Source: an optimization exercise on an open RTL-to-GDS flow (aim: small area). Production flows keep margins and buffers that such runs may drop.
The RTL was checked by simulation tests, not by an equivalence proof against the original design.
Power is estimated from default activity; no workload was simulated.

===== design/flow/config.mk =====
export PLATFORM = sky130hd
export DESIGN_NAME = apb_uart
export DESIGN_NICKNAME = apb_uart
export VERILOG_FILES = /design/flow/design.v
export SDC_FILE = /design/flow/constraint.sdc
export NUM_CORES = 4
export LEC_CHECK = 0
export CAP_MARGIN = 20
export CORE_MARGIN = 2
export CORE_UTILIZATION = 40
export SLEW_MARGIN = 20

===== design/flow/constraint.sdc =====
create_clock -name core_clock -period 6.0 [get_ports {pclk}]
set_input_delay 1.2000 -clock core_clock [delete_from_list [all_inputs] [get_ports {pclk}]]
set_output_delay 1.2000 -clock core_clock [all_outputs]
set_load 0.01 [all_outputs]

===== design/flow/design.v =====
module baud_gen #(
    parameter DIV_WIDTH = 20
)(
    input  wire                 clk,
    input  wire                 rst_n,
    input  wire [DIV_WIDTH-1:0] divisor,
    output reg                  tick_16x
);
    reg [DIV_WIDTH-1:0] counter;
    always @(posedge clk or negedge rst_n) begin
        if (!rst_n) begin
            counter  <= 0;
            tick_16x <= 0;
        end else begin
            if (divisor <= 1) begin
                tick_16x <= 1'b0;
                counter  <= 0;
            end
            else if (counter == divisor - 1) begin
                tick_16x <= 1'b1;
                counter  <= 0;
            end 
            else begin
                tick_16x <= 1'b0;
                counter  <= counter + 1;
            end
        end
    end
endmodule
module sync_fifo #(
    parameter DATA_WIDTH = 8,
    parameter DEPTH      = 16
)(
    input  wire                  clk,
    input  wire                  rst_n,
    input  wire                  wr_en,
    input  wire [DATA_WIDTH-1:0] din,
    input  wire                  rd_en,
    output wire [DATA_WIDTH-1:0] dout,  
    output wire                  full,
    output wire                  empty
);
    localparam PTR_WIDTH = $clog2(DEPTH);
    reg [DATA_WIDTH-1:0] mem [0:DEPTH-1];
    reg [PTR_WIDTH:0]    count;
    reg [PTR_WIDTH-1:0]  wr_ptr, rd_ptr;
    assign dout  = mem[rd_ptr];
    assign full  = (count == DEPTH);
    assign empty = (count == 0);
    always @(posedge clk or negedge rst_n) begin
        if (!rst_n) begin
            count  <= 0;
            wr_ptr <= 0;
            rd_ptr <= 0;
        end else begin
            case ({wr_en && !full, rd_en && !empty})
                2'b10: begin  
                    mem[wr_ptr] <= din;
                    wr_ptr      <= (wr_ptr == DEPTH-1) ? 0 : wr_ptr + 1;
                    count       <= count + 1;
                end
                2'b01: begin  
                    rd_ptr      <= (rd_ptr == DEPTH-1) ? 0 : rd_ptr + 1;
                    count       <= count - 1;
                end
                2'b11: begin  
                    mem[wr_ptr] <= din;
                    wr_ptr      <= (wr_ptr == DEPTH-1) ? 0 : wr_ptr + 1;
                    rd_ptr      <= (rd_ptr == DEPTH-1) ? 0 : rd_ptr + 1;
                end
                default: ; 
            endcase
        end
    end
endmodule
module uart_tx (
    input  wire       clk,
    input  wire       rst_n,
    input  wire       tx_start,     
    input  wire [7:0] din,          
    input  wire       s_tick,
    output reg        tx_busy,     
    output reg        tx
);
    localparam [1:0] IDLE=0, START=1, DATA=2, STOP=3;
    reg [1:0] state, next_state;
    reg [3:0] s_count;
    reg [2:0] n_count;
    reg [7:0] tx_reg;
    always @(posedge clk or negedge rst_n) begin
        if (!rst_n) begin
            state   <= IDLE;
            s_count <= 0;
            n_count <= 0;
            tx_reg  <= 0;
            tx      <= 1'b1;
        end else begin
            state <= next_state;
            case (state)
                IDLE: begin
                    tx <= 1'b1;
                    if (tx_start) begin
                        tx_reg  <= din;
                        s_count <= 0;
                    end
                end
                START: begin
                    tx <= 1'b0;
                    n_count <= 0; 
                    if (s_tick) s_count <= (s_count == 15) ? 0 : s_count + 1;
                end
                DATA: begin
                    tx <= tx_reg[0];  
                    if (s_tick) begin
                        if (s_count == 15) begin
                            s_count <= 0;
                            tx_reg  <= tx_reg >> 1;
                            if (n_count < 7) n_count <= n_count + 1;
                        end else s_count <= s_count + 1;
                    end
                end
                STOP: begin
                    tx <= 1'b1;
                    if (s_tick) begin
                        if (s_count == 15) s_count <= 0;
                        else s_count <= s_count + 1;
                    end
                end
            endcase
        end
    end
    always @(*) begin
        next_state = state;
        tx_busy    = 1'b1; 
        case (state)
            IDLE: begin
                tx_busy = 1'b0; 
                if (tx_start) next_state = START;
            end
            START: if (s_tick && s_count == 15) next_state = DATA;
            DATA:  if (s_tick && s_count == 15 && n_count == 7) next_state = STOP;
            STOP:  if (s_tick && s_count == 15) next_state = IDLE;
        endcase
    end
endmodule
module uart_rx (
    input  wire       clk,
    input  wire       rst_n,
    input  wire       rx,          
    input  wire       s_tick,
    output reg  [7:0] dout,
    output reg        rx_done_tick
);
    localparam [1:0] IDLE=0, START=1, DATA=2, STOP=3;
    reg [1:0] state, next_state;
    reg [3:0] s_count;
    reg [2:0] n_count;
    reg [7:0] rx_reg;
    always @(posedge clk or negedge rst_n) begin
        if (!rst_n) begin
            state   <= IDLE;
            s_count <= 0;
            n_count <= 0;
            rx_reg  <= 0;
            dout    <= 0;
            rx_done_tick <= 0;
        end else begin
            state <= next_state;
            rx_done_tick <= 1'b0;
            case (state)
                IDLE: if (~rx) s_count <= 0;
                START: begin
                    n_count <= 0;  
                    if (s_tick) s_count <= (s_count == 7) ? 0 : s_count + 1;
                end
                DATA: if (s_tick) begin
                    if (s_count == 15) begin
                        s_count <= 0;
                        rx_reg <= {rx, rx_reg[7:1]};
                        if (n_count < 7) n_count <= n_count + 1;
                    end else s_count <= s_count + 1;
                end
                STOP: if (s_tick) begin
                    if (s_count == 15) begin
                         rx_done_tick <= 1'b1;
                         dout <= rx_reg;
                         s_count <= 0;
                    end else s_count <= s_count + 1;
                end
            endcase
        end
    end
    always @(*) begin
        next_state = state;
        case (state)
            IDLE:  if (~rx) next_state = START;
            START: if (s_tick && s_count == 7) next_state = (~rx) ? DATA : IDLE;
            DATA:  if (s_tick && s_count == 15 && n_count == 7) next_state = STOP;
            STOP:  if (s_tick && s_count == 15) next_state = IDLE;
        endcase
    end
endmodule
    module apb_uart (
    input  wire        pclk,
    input  wire        presetn,
    input  wire [31:0] paddr,
    input  wire        psel,
    input  wire        penable,
    input  wire        pwrite,
    input  wire [31:0] pwdata,
    output reg  [31:0] prdata,
    output wire        pready,
    output wire        pslverr,
    output wire        tx_o,
    input  wire        rx_i
);
    initial begin
        if (16 < 2) $error("FIFO DEPTH must be >= 2");
    end
    wire rst_n = presetn; 
    assign pready  = 1'b1;   
    assign pslverr = 1'b0;
    reg rx_sync1, rx_sync2;
    always @(posedge pclk or negedge rst_n) begin
        if (!rst_n) begin
            rx_sync1 <= 1'b1;
            rx_sync2 <= 1'b1;
        end else begin
            rx_sync1 <= rx_i;
            rx_sync2 <= rx_sync1; 
        end
    end
    reg  [19:0] baud_divisor;
    wire        s_tick;
    wire [7:0]  tx_fifo_out, rx_fifo_out, rx_data_raw;
    wire        tx_full, tx_empty, rx_full, rx_empty;
    wire        rx_done_tick;
    wire        uart_tx_busy;
    reg         tx_fifo_rd_en;
    reg         uart_tx_start;
    reg  [7:0]  uart_tx_data_latched;
    wire wr_en = psel & penable & pwrite;
    wire rd_en = psel & penable & ~pwrite;
    wire [3:0] addr = paddr[3:0];
    localparam [1:0] S_TX_IDLE = 0, S_TX_POP = 1, S_TX_START = 2;
    reg [1:0] tx_fsm_state;
    always @(posedge pclk or negedge rst_n) begin
        if (!rst_n) begin
            tx_fsm_state   <= S_TX_IDLE;
            tx_fifo_rd_en  <= 0;
            uart_tx_start  <= 0;
            uart_tx_data_latched <= 0;
        end else begin
            tx_fifo_rd_en <= 0;
            uart_tx_start <= 0;
            case (tx_fsm_state)
                S_TX_IDLE: begin
                    if (!tx_empty && !uart_tx_busy && !uart_tx_start) begin  
                        tx_fifo_rd_en <= 1; 
                        uart_tx_data_latched <= tx_fifo_out;
                        tx_fsm_state <= S_TX_START;
                    end
                end
                S_TX_START: begin
                    uart_tx_start <= 1; 
                    tx_fsm_state  <= S_TX_IDLE;
                end
                default: tx_fsm_state <= S_TX_IDLE;
            endcase
        end
    end
    always @(posedge pclk or negedge rst_n) begin
        if (!rst_n) baud_divisor <= 20'd325;
        else if (wr_en && addr == 4'h08) baud_divisor <= pwdata[19:0];
    end
    always @(*) begin
        prdata = 32'b0;
        case (addr)
            4'h00: prdata = {24'b0, rx_fifo_out}; 
            4'h04: prdata = {30'b0, rx_empty, tx_full};
            4'h08: prdata = {12'b0, baud_divisor};
            default: prdata = 32'b0;
        endcase
    end
    baud_gen #(.DIV_WIDTH(20)) u_baud (
        .clk(pclk), .rst_n(rst_n),
        .divisor(baud_divisor), .tick_16x(s_tick)
    );
    sync_fifo #(.DATA_WIDTH(8), .DEPTH(16)) u_tx_fifo (
        .clk(pclk), .rst_n(rst_n),
        .wr_en(wr_en && (addr == 4'h00)),
        .din(pwdata[7:0]),
        .rd_en(tx_fifo_rd_en), 
        .dout(tx_fifo_out), 
        .full(tx_full), .empty(tx_empty)
    );
    uart_tx u_tx (
        .clk(pclk), .rst_n(rst_n),
        .tx_start(uart_tx_start),
        .din(uart_tx_data_latched),
        .s_tick(s_tick),
        .tx_busy(uart_tx_busy),
        .tx(tx_o)
    );
    sync_fifo #(.DATA_WIDTH(8), .DEPTH(16)) u_rx_fifo (
        .clk(pclk), .rst_n(rst_n),
        .wr_en(rx_done_tick),
        .din(rx_data_raw),
        .rd_en(rd_en && (addr == 4'h00)),
        .dout(rx_fifo_out),
        .full(rx_full), .empty(rx_empty)
    );
    uart_rx u_rx (
        .clk(pclk), .rst_n(rst_n),
        .rx(rx_sync2), 
        .s_tick(s_tick),
        .dout(rx_data_raw),
        .rx_done_tick(rx_done_tick)
    );
endmodule

===== design/flow/run.sh =====
#!/bin/bash
# synth_recipe.tcl (not shown) runs the flow's synth.tcl, then flattens the netlist and writes it again
# the make line also repeats each setting of config.mk as NAME=value (left out here)
make -C /OpenROAD-flow-scripts/flow DESIGN_CONFIG=/design/flow/config.mk WORK_HOME=/design/flow/orfs CLKGATE_MAP_FILE= SYNTH_SCRIPT=/design/flow/synth_recipe.tcl finish

==> run notes <==
[power groups by stage]
stage	Sequential, mW	Clock (mW)	Combinational [mW]
final	3.14	2.38	1.39
after global routing	3.17	2.54	1.54
after CTS	3.14	2.43	1.40
after detailed placement	3.19	0	1.39
after global placement	3.18	0	1.36
after floorplan	3.13	0	0.998
[per-stage QoR]
step,instances,hold slack (ns),worst slack (ns),util [%]
floorplan,1316,0.345,2.25,-
global placement,1844,0.349,1.38,42.7
detailed placement,1844,0.349,1.37,42.7
CTS,1917,0.358,0.931,45.7
global route,1919,0.363,0.731,45.8
finish,1919,0.356,0.925,45.8
[area by class of cell]
type,count,area (µm²)
fillers,3728,22600
flip-flops and latches,380,10800
clock inverters,21,131
inverters,39,146
clock buffers,52,1120
multi-input cells,811,5490
well taps,539,674
repair buffers,77,708
[worst reg2reg max path, cell delays in order (launching register included)]
cell and delay [ns]:
sky130_fd_sc_hd__dfrtp_1 0.42, sky130_fd_sc_hd__or4_1 0.56, sky130_fd_sc_hd__o21ai_0 0.55, sky130_fd_sc_hd__ha_1 0.32, sky130_fd_sc_hd__nor2_1 0.11, sky130_fd_sc_hd__nor2b_1 0.23, sky130_fd_sc_hd__nand2_1 0.16, sky130_fd_sc_hd__nor2_1 0.86
[final timing paths]
| kind | slack [ns] | end | cells after the start |
|---|---|---|---|
| max | 0.92 | prdata[1] | 10 |
| min | 0.36 | rx_sync2 | 0 |
| max reg2reg | 2.40 | u_tx_fifo.mem[10][6] | 7 |
| min reg2reg | 0.36 | rx_sync2 | 0 |
| max in group asynchronous | 4.09 | u_tx.n_count[0] | 2 |
| min in group asynchronous | 0.65 | u_rx_fifo.wr_ptr[3] | 1 |
[synth_stat cells (35+ instances only)]
| library cell | count |
|---|---|
| sky130_fd_sc_hd__xnor2_1 | 35 |
| sky130_fd_sc_hd__o21ai_0 | 73 |
| sky130_fd_sc_hd__mux2_2 | 35 |
| sky130_fd_sc_hd__nor2_1 | 64 |
| sky130_fd_sc_hd__clkbuf_1 | 48 |
| sky130_fd_sc_hd__a21oi_1 | 43 |
| sky130_fd_sc_hd__ha_1 | 42 |
| sky130_fd_sc_hd__nand2_1 | 130 |
| sky130_fd_sc_hd__nand3_1 | 37 |
| sky130_fd_sc_hd__edfxtp_1 | 256 |
| sky130_fd_sc_hd__dfrtp_1 | 117 |
| sky130_fd_sc_hd__inv_1 | 38 |
[cells by family after synthesis]
family	synth area share [%]
DFF	64.3
muxes	4.12
xor gates and xnor gates	3.23
and+or+nand+nor	10.2
AOI/OAI and AO/OA	11.4
buffers and inverters	3.34
other	0.0447
adders and majority gates	3.37
[per-layer routing]
layer | GRT usage, % | vias to the layer above | share of wire [%] | routed length [µm]
met5 | 0 | - | 0 | 0
met2 | 29.6 | 359 | 47 | 18800
met3 | 3.07 | 50 | 6.1 | 2450
li1 | - | 4971 | - | -
met1 | 25.4 | 5340 | 44 | 17700
met4 | 6.23 | 0 | 2.6 | 1030
==> flow_summary.ini <==
[worst_setup_path]
path_class = flip-flop to primary output
cp.buffers_inverters = 3
worst-path-max-fanout = 18
critical_path.max_stage_delay_ns = 0.63
worst_ep_required_time_ns = 4.80
cell_type_with_the_highest_occurrence_count_on_the_critical_path = sky130_fd_sc_hd__a221o_1
critPathSlowestCell = sky130_fd_sc_hd__clkdlybuf4s50_1
r2r_start = u_tx_fifo.count[1]
cp-start-kind = flip-flop
critical-path-top-delay-family = buffers and inverters
cp_cell_sequence = inv_1 > ha_1 > buf_4 > nor3_1 > and2_1 > a221o_1 > a21oi_1 > a221o_1 > a211oi_1 > clkdlybuf4s50_1
launch_point_of_the_critical_path = u_rx_fifo.rd_ptr[0]
endpoint_kind = primary output
arrival_ns = 3.88

[synth]
yosys.area.top_type_share_pct = 45.8
dominantRegCellSynth = sky130_fd_sc_hd__edfxtp_1
synth_warnings = 6
synthesis.area_per_instance_um2 = 12.9
post_synth_main_area_contributors = sky130_fd_sc_hd__edfxtp_1, sky130_fd_sc_hd__dfrtp_1, sky130_fd_sc_hd__ha_1
synth_async_sr_flop_share_pct = 32.6
yosysSeqAreaShare_pct = 64.3
synth_area_um2 = 16800
number_of_flops_mapped_to_enable_cells_by_yosys = 256
synth-seq-cells = 380
synth.lib_cells_used.distinct = 77
cell_count_after_synthesis = 1304
post-synth-top-area-cell = sky130_fd_sc_hd__edfxtp_1

[timing]
drv_slew = 0
fin_tns_setup_ns = 0
final-setup-viol-count = 0
timing.fmax_mhz = 197
worstMarginPinSlew_ns = 1.09
hold_violations = 0
post-route-period-util_pct = 84.6
worst_slew_margin_rel_pct = 26.8
fin_worst_skew_ns = 0.0193
timing.final.crit_period_ns = 5.08
rsz0062_at_grt = false

[die]
die-area_um2 = 43700
chipWidth_um = 209
dieHeight_um = 209
initial_core_util_pct = 40.3
core_area_um2 = 41700
number_of_placed_i_o_pins = 105
placementRows = 75

[finish]
area.growth.synth_to_final_pct = 13.5
highest_count_cells_in_the_layout_ignoring_fill_and_taps = sky130_fd_sc_hd__edfxtp_1, sky130_fd_sc_hd__nand2_1, sky130_fd_sc_hd__dfrtp_1, sky130_fd_sc_hd__o21ai_0, sky130_fd_sc_hd__nor2_1
number_of_diodes = 0
final_common_cell = sky130_fd_sc_hd__edfxtp_1
finalNetCount = 1463
final_layout_size_suffix_gt1_share_pct = 10.7
layout.cell_area.non_filler_um2 = 19100
biggestRegsByFlops = u_rx_fifo.mem (128), u_tx_fifo.mem (128)

[clocking]
cts_resized = 0
tritoncts = built
clkSlewWorstSetupHoldPaths_ns = 0.06
cts_h_tree_depth = 2
cts_inserted_buffers = 40
post_cts.repair.setup_buffers = 0
cts_root_buffer = sky130_fd_sc_hd__clkbuf_16
post_cts_hold_buffer_count = 0
cts_num_sinks = 380
clkLatencyLatePin_ns = 0.56
clock_tree.buffer_depth = 3

[global_route]
antenna_found_initial = 0
grt_first_pass_wirelength_um = 61900
grt_overflow_total = 0
grt_util_all_layers_pct = 18.4
first_global_vias = 10549
grt_max_degree = 76

[run]
number_of_max_capacitance_violations_reported = 0

[drt]
drc_errors_left = 0
number_of_optimization_iterations_in_the_first_detailed_route_pass = 6
finalWirelength_um = 39900
detail-route-antenna-nets = 0
route.detailed.vias_per_inst = 5.59
dr.first_iter.drc_count = 1036
wirelength_per_cell_um = 20.8
via_count = 10720

[power_and_ir_drop]
power.static_leakage_nw = 7.15
total_power_mw = 6.90
power-per-cell-area_nw_per_um2 = 362
power_switching_share_pct = 29.5
p_int_mw = 4.87
vdd_ir_drop_max_v = 0.000221
combPwrFrac_pct = 20.1
seq_power_share_pct = 45.5
netSwitchingPower_mw = 2.04
power.clock.fraction_pct = 34.4

[hold_path]
worst_hold_class = flip-flop to flip-flop
worst_hold_path_startpoint = rx_sync1

[place]
gp_congestion = 0.828
post_dp_cell_area_um2 = 17800
io_buffers = 50
dp_hpwl_um = 25000

[status]
run_status = timing/DRC/antenna clean

[what the ideal ports hide]
No port has a modelled driver above. Below, the same layout with a new extraction and two added sets of constraints. Step 1 (the two cells are an assumption about what drives the block):
set clk [get_ports {pclk}]
set_driving_cell -lib_cell sky130_fd_sc_hd__clkbuf_16 $clk
set_driving_cell -lib_cell sky130_fd_sc_hd__buf_2 [delete_from_list [all_inputs] $clk]
Step 2, shift: input delay + t, output delay - t, t = (earliest + latest rising clock arrival at the registers) / 2. This alone moves slack from input paths to output paths. a / b / c = no drivers / after step 1 / after step 2; a / b = the first two.
t (ns): 0.603
setup slack, ns: 0.925 / 0.870 / 1.266
worst setup path at the end: input to output
worst data-port slew with drivers (ns): 0.10
After both steps this run still meets setup and hold. The setup slack of this run moves by -0.055 ns with the drivers and by +0.341 ns with both steps.
